This is an optimization exercise on Yosys and OpenROAD, whose aim is small area and a short achievable clock period, not a production implementation.
The RTL was checked by simulation tests, not by an equivalence proof against the original design.
Power and IR drop assume default switching activity.

## fpadder
module fpadder(input [15:0] A, input [15:0] B, input clk, input rst, output reg [15:0] C);
For scale: ~50 I/O pins, about 4700 um^2 of cells after synthesis.
Settings: LEC_CHECK=0, ABC_AREA=1, CAP_MARGIN=20, CORE_MARGIN=2, CORE_UTILIZATION=40, CTS_BUF_LIST=sky130_fd_sc_hd__clkbuf_4 sky130_fd_sc_hd__clkbuf_8, CTS_CLUSTER_DIAMETER=80, CTS_CLUSTER_SIZE=50, SETUP_SLACK_MARGIN=2.3, SLEW_MARGIN=20, TNS_END_PERCENT=0; clock period 4.0 ns.
standard.sh (not shown) runs the stock make flow with config.mk's settings and CLKGATE_MAP_FILE= SYNTH_SCRIPT=/design/flow/synth_recipe.tcl, a recipe that flattens the netlist after the stock synthesis.
==> flow/flow/run.sh <==
#!/bin/bash
# Standard layout, with plain buffers (not delay cells) on the ports.
set -euo pipefail
export BUFFER_PORTS_ARGS="-buffer_cell sky130_fd_sc_hd__buf_2"
bash standard.sh > standard.log 2>&1
The first run completed with no timing, DRC or antenna violations.
Rerun with:
--- a/flow/config.mk
+++ b/flow/config.mk
@@ -10,3 +10,3 @@
 export CORE_MARGIN = 2
-export CORE_UTILIZATION = 40
+export CORE_UTILIZATION = 65
 export CTS_BUF_LIST = sky130_fd_sc_hd__clkbuf_4 sky130_fd_sc_hd__clkbuf_8
@@ -14,3 +14,3 @@
 export CTS_CLUSTER_SIZE = 50
-export SETUP_SLACK_MARGIN = 2.3
+export SETUP_SLACK_MARGIN = 2.0
 export SLEW_MARGIN = 20
What happened:
- first-iteration DRC count falls by about 27%
- wire length rises by about 2.7%
- sequential share of layout area rises by 0.65 points
- power rises by about 0.4%
Rerun with:
--- a/flow/config.mk
+++ b/flow/config.mk
@@ -7,3 +7,2 @@
 export LEC_CHECK = 0
-export ABC_AREA = 1
 export CAP_MARGIN = 20
Effect:
- wire length grows by 5.3%
- die area grows by 2.0%
- global-route usage hardly moves
- final cell count falls by 13%
Rerun with:
==> flow/flow/run.sh (replaced) <==
#!/bin/bash
# Standard layout, with plain buffers (not delay cells) on the ports.
set -euo pipefail
export BUFFER_PORTS_ARGS="-buffer_cell sky130_fd_sc_hd__buf_1"
bash standard.sh > standard.log 2>&1
--- a/flow/config.mk
+++ b/flow/config.mk
@@ -7,2 +7,3 @@
 export LEC_CHECK = 0
+export ABC_AREA = 1
 export CAP_MARGIN = 20
Hold slack hardly moves.
Design area fell by a few percent.
Clock power fell by a few percent.
Global-route usage fell by 0.53 points.
Routed wire length fell by a few percent.
Worst setup slack improves by 0.11 ns.
Area after synthesis fell by a few percent.

== build 35 ==
Another version of the RTL of fpadder (not shown whole).
Size in the first run: about 95 flip-flops, ~50 I/O pins, ~0.0046 mm² of cells after synthesis.
clock: 4.0 ns
lec_check: 0
cap_margin: 20
core_margin: 2
core_utilization: 65
cts_buf_list: sky130_fd_sc_hd__clkbuf_4 sky130_fd_sc_hd__clkbuf_8
cts_cluster_diameter: 80
cts_cluster_size: 50
setup_slack_margin: 2.0
slew_margin: 20
tns_end_percent: 0
==> flow/flow/run.sh <==
#!/bin/bash
# Standard layout, with plain buffers (not delay cells) on the ports.
set -euo pipefail
export BUFFER_PORTS_ARGS="-buffer_cell sky130_fd_sc_hd__buf_2"
bash standard.sh > standard.log 2>&1
Build 35: done, clean on timing, DRC and antenna
Edits applied to the flow inputs when going from build 35 to build 14:
# build 35
export LEC_CHECK = 0
export CAP_MARGIN = 20
export CORE_MARGIN = 2
export CORE_UTILIZATION = 65
export CTS_BUF_LIST = sky130_fd_sc_hd__clkbuf_4 sky130_fd_sc_hd__clkbuf_8
export CTS_CLUSTER_DIAMETER = 80
export CTS_CLUSTER_SIZE = 50
export SETUP_SLACK_MARGIN = 2.0
export SLEW_MARGIN = 20
export TNS_END_PERCENT = 0
create_clock -name core_clock -period 4.0 [get_ports {clk}]
# build 14
export LEC_CHECK = 0
export ABC_AREA = 1
export CAP_MARGIN = 20
export CORE_MARGIN = 2
export CORE_UTILIZATION = 65
export CTS_BUF_LIST = sky130_fd_sc_hd__clkbuf_4 sky130_fd_sc_hd__clkbuf_8
export CTS_CLUSTER_DIAMETER = 80
export CTS_CLUSTER_SIZE = 50
export SETUP_SLACK_MARGIN = 2.0
export SLEW_MARGIN = 20
export TNS_END_PERCENT = 0
create_clock -name core_clock -period 4.0 [get_ports {clk}]
Looking at the reports, build 14 completed the entire flow and the layout it produced met the timing, design-rule and antenna checks.
Build 14 — final instance area 160 µm² higher, build 35 as reference
Sort build 14 and build 35 by power per unit of standard cell area desc -> top: build 14
When build 14 is set beside build 35, its share of power burned in registers turns out to be 2.5 points smaller.
Final core area utilization (build 14 over build 35): increase, 1.9 points
Most frequent standard cell in the layout excluding fill and tap cells: sky130_fd_sc_hd__dfxtp_1 -> build 35, sky130_fd_sc_hd__nand2_1 -> build 14
--- input diff build 14..build 86 ---
# build 14
export LEC_CHECK = 0
export ABC_AREA = 1
export CAP_MARGIN = 20
export CORE_MARGIN = 2
export CORE_UTILIZATION = 65
export CTS_BUF_LIST = sky130_fd_sc_hd__clkbuf_4 sky130_fd_sc_hd__clkbuf_8
export CTS_CLUSTER_DIAMETER = 80
export CTS_CLUSTER_SIZE = 50
export SETUP_SLACK_MARGIN = 2.0
export SLEW_MARGIN = 20
export TNS_END_PERCENT = 0
create_clock -name core_clock -period 4.0 [get_ports {clk}]
# build 86
export LEC_CHECK = 0
export CAP_MARGIN = 20
export CORE_MARGIN = 2
export CORE_UTILIZATION = 65
export CTS_BUF_LIST = sky130_fd_sc_hd__clkbuf_8 sky130_fd_sc_hd__clkbuf_16
export CTS_CLUSTER_DIAMETER = 500
export CTS_CLUSTER_SIZE = 100
export SETUP_SLACK_MARGIN = 2.0
export SLEW_MARGIN = 20
export TNS_END_PERCENT = 0
create_clock -name core_clock -period 4.0 [get_ports {clk}]
Findings:
Build 86 has completed all stages; timing, DRC and antenna checks passed.
Compared with build 14, build 86 shows share of cell area taken by flip-flops and latches higher by 0.94 points.
Taking build 14 as the reference, in build 86 per-cell routed wire length increased 9.7%, hold slack dropped 0.0031 ns.
When the final numbers for build 14 and build 86 were put side by side, the synthesized netlist cell count turned out to be greater in build 14.
Worst setup path startpoint: s3[10]$_DFF_P_ -> build 14, s3[2]$_DFF_P_ -> build 86
The met1 usage of build 86 is higher than that of build 14.
Post-route minimum period: build 86 worse than build 14

## job 7966
Another version of the RTL of fpadder (not shown whole).
For scale: roughly 460 cells after synthesis, ~95 flip-flops, ~50 I/O pins, about 0.0046 mm^2 of cells after synthesis.
==> flow/design.v (excerpt) <==
module fpadder(input [15:0] A, input [15:0] B, input clk, input rst, output reg [15:0] C);
Settings: LEC_CHECK=0, CAP_MARGIN=20, CORE_MARGIN=2, CORE_UTILIZATION=40, SETUP_SLACK_MARGIN=2.0, SLEW_MARGIN=20; clock period 4.0 ns.
run.sh (not shown) runs the stock make flow with config.mk's settings and CLKGATE_MAP_FILE= SYNTH_SCRIPT=/design/flow/synth_recipe.tcl, a recipe that flattens the netlist after the stock synthesis.
Stock flow here: none of the scripts above is used.
--- input diff job 7966..job 1248 ---
- CTS_CLUSTER_DIAMETER: unset -> 80
- CTS_CLUSTER_SIZE: unset -> 50
- CTS_BUF_LIST: unset -> sky130_fd_sc_hd__clkbuf_4 sky130_fd_sc_hd__clkbuf_8
- TNS_END_PERCENT: unset -> 0
- CORE_UTILIZATION: 40 -> 65
==> flow/flow/run.sh (new file) <==
#!/bin/bash
# Standard layout, with plain buffers (not delay cells) on the ports.
set -euo pipefail
export BUFFER_PORTS_ARGS="-buffer_cell sky130_fd_sc_hd__buf_1"
bash standard.sh > standard.log 2>&1
==> flow/standard.sh (new file) <==
#!/bin/bash
# synth_recipe.tcl (not shown) runs the flow's synth.tcl, then flattens the netlist and writes it again
# the make line also repeats each setting of config.mk as NAME=value (left out here)
make -C /OpenROAD-flow-scripts/flow DESIGN_CONFIG=/design/flow/config.mk WORK_HOME=/design/flow/orfs CLKGATE_MAP_FILE= SYNTH_SCRIPT=/design/flow/synth_recipe.tcl "${@:-finish}"
removed: flow/run.sh
==> comparison <==
Between job 7966 and job 1248, minimum setup slack in the final design is higher for job 7966, job 1248 comes in under that. Job 1248 against job 7966: cell area -15%, effective utilization at floorplan +26 points. Re final routed wirelength across all metal layers: job 1248 is 7.2% down on job 7966. Looking at worst-case register-to-register setup slack, job 1248 sits below job 7966. Comparing sequential share of layout area for job 7966 and job 1248, the smaller number came from job 7966. Re number of cells on the worst hold path: no difference whatsoever between job 7966 and job 1248.
For job 3672, these inputs were changed with respect to job 1248:
- a change of CORE_UTILIZATION from 65 to 40
- a deleted CTS_CLUSTER_SIZE that had been 50
- a deleted CTS_BUF_LIST that had been sky130_fd_sc_hd__clkbuf_4 sky130_fd_sc_hd__clkbuf_8
- a deleted CTS_CLUSTER_DIAMETER that had been 80
==> flow/flow/run.sh <==
#!/bin/bash
# Standard layout, with plain buffers (not delay cells) on the ports, and the
# platform's don't-use list extended by slow wide gates (flow/dont_use.txt).
set -euo pipefail
export BUFFER_PORTS_ARGS="-buffer_cell sky130_fd_sc_hd__buf_2"
bash standard.sh "DONT_USE_CELLS=$(cat flow/dont_use.txt)" finish > standard.log 2>&1
==> flow/flow/dont_use.txt (new file) <==
sky130_fd_sc_hd__lpflow_bleeder_1 sky130_fd_sc_hd__lpflow_clkbufkapwr_1 sky130_fd_sc_hd__lpflow_clkbufkapwr_16 sky130_fd_sc_hd__lpflow_clkbufkapwr_2 sky130_fd_sc_hd__lpflow_clkbufkapwr_4 sky130_fd_sc_hd__lpflow_clkbufkapwr_8 sky130_fd_sc_hd__lpflow_clkinvkapwr_1 sky130_fd_sc_hd__lpflow_clkinvkapwr_16 sky130_fd_sc_hd__lpflow_clkinvkapwr_2 sky130_fd_sc_hd__lpflow_clkinvkapwr_4 sky130_fd_sc_hd__lpflow_clkinvkapwr_8 sky130_fd_sc_hd__lpflow_decapkapwr_12 sky130_fd_sc_hd__lpflow_decapkapwr_3 sky130_fd_sc_hd__lpflow_decapkapwr_4 sky130_fd_sc_hd__lpflow_decapkapwr_6 sky130_fd_sc_hd__lpflow_decapkapwr_8 sky130_fd_sc_hd__lpflow_inputiso0n_1 sky130_fd_sc_hd__lpflow_inputiso0p_1 sky130_fd_sc_hd__lpflow_inputiso1n_1 sky130_fd_sc_hd__lpflow_inputiso1p_1 sky130_fd_sc_hd__lpflow_inputisolatch_1 sky130_fd_sc_hd__lpflow_isobufsrc_1 sky130_fd_sc_hd__lpflow_isobufsrc_16 sky130_fd_sc_hd__lpflow_isobufsrc_2 sky130_fd_sc_hd__lpflow_isobufsrc_4 sky130_fd_sc_hd__lpflow_isobufsrc_8 sky130_fd_sc_hd__lpflow_isobufsrckapwr_16 sky130_fd_sc_hd__lpflow_lsbuf_lh_hl_isowell_tap_1 sky130_fd_sc_hd__lpflow_lsbuf_lh_hl_isowell_tap_2 sky130_fd_sc_hd__lpflow_lsbuf_lh_hl_isowell_tap_4 sky130_fd_sc_hd__lpflow_lsbuf_lh_isowell_4 sky130_fd_sc_hd__lpflow_lsbuf_lh_isowell_tap_1 sky130_fd_sc_hd__lpflow_lsbuf_lh_isowell_tap_2 sky130_fd_sc_hd__lpflow_lsbuf_lh_isowell_tap_4 sky130_fd_sc_hd__probe_p_8 sky130_fd_sc_hd__probec_p_8  sky130_fd_sc_hd__or4_* sky130_fd_sc_hd__or4b_* sky130_fd_sc_hd__or4bb_* sky130_fd_sc_hd__or3_* sky130_fd_sc_hd__or3b_* sky130_fd_sc_hd__nor4_* sky130_fd_sc_hd__nor4b_* sky130_fd_sc_hd__nor4bb_* sky130_fd_sc_hd__a2111o_* sky130_fd_sc_hd__a2111oi_* sky130_fd_sc_hd__o2111a_* sky130_fd_sc_hd__o2111ai_* sky130_fd_sc_hd__mux4_*
### Flow results
The launching instance or port of the critical path comes out A[14] in one run and s3[4] in the other, namely in job 3672 and job 1248 respectively. Horizontal die dimension, job 3672 vs job 1248: up by more than a quarter. Looking at job 3672 and job 1248, the global-route met3 utilization is a wash. NOTE: wire length reported by the detailed router in job 3672 falls short of that of job 1248. Job 3672 vs job 1248: internal power component up by a little under 10%.

[what the ideal ports hide]
The results above use ideal ports. As a check the final layouts listed here were re-extracted and re-timed, cells and wires unchanged.
Step 1 (the two cells are an assumption about what drives the block):
set clk [get_ports {clk}]
set_driving_cell -lib_cell sky130_fd_sc_hd__clkbuf_16 $clk
set_driving_cell -lib_cell sky130_fd_sc_hd__buf_2 [delete_from_list [all_inputs] $clk]
Step 2 adds t to the input delays and takes it off the output delays; t is the mean of the earliest and latest rising clock arrival at the registers after step 1. Input paths then give back, and output paths get back, about the clock's delay inside the block.
Slacks: no drivers / after step 1 / after step 2; pairs: no drivers / after step 1.
run	shift t [ns]	setup slack, ns	hold WS [ns]
the first run of note 1	0.395	2.039 / 2.039 / 1.740	0.323 / 0.323 / 0.323
the second run of note 1	0.389	1.992 / 1.992 / 1.737	0.330 / 0.330 / 0.330
the third run of note 1	0.379	1.861 / 1.861 / 1.503	0.334 / 0.334 / 0.334
the fourth run of note 1	0.382	1.969 / 1.969 / 1.647	0.336 / 0.336 / 0.336
build 35	0.381	1.852 / 1.852 / 1.704	0.326 / 0.326 / 0.326
build 14	0.378	1.987 / 1.987 / 1.767	0.330 / 0.330 / 0.330
build 86	0.381	1.852 / 1.852 / 1.704	0.327 / 0.327 / 0.327
job 7966	0.376	1.799 / 1.773 / 1.397	0.324 / 0.324 / 0.324
job 1248	0.380	1.781 / 1.781 / 1.445	0.324 / 0.324 / 0.324
job 3672	0.374	1.771 / 1.762 / 1.388	0.327 / 0.327 / 0.327
After both steps every run listed still meets setup and hold. For job 7966, which loses most, drivers alone change the setup slack by -0.026 ns; drivers and shift together by -0.402 ns.
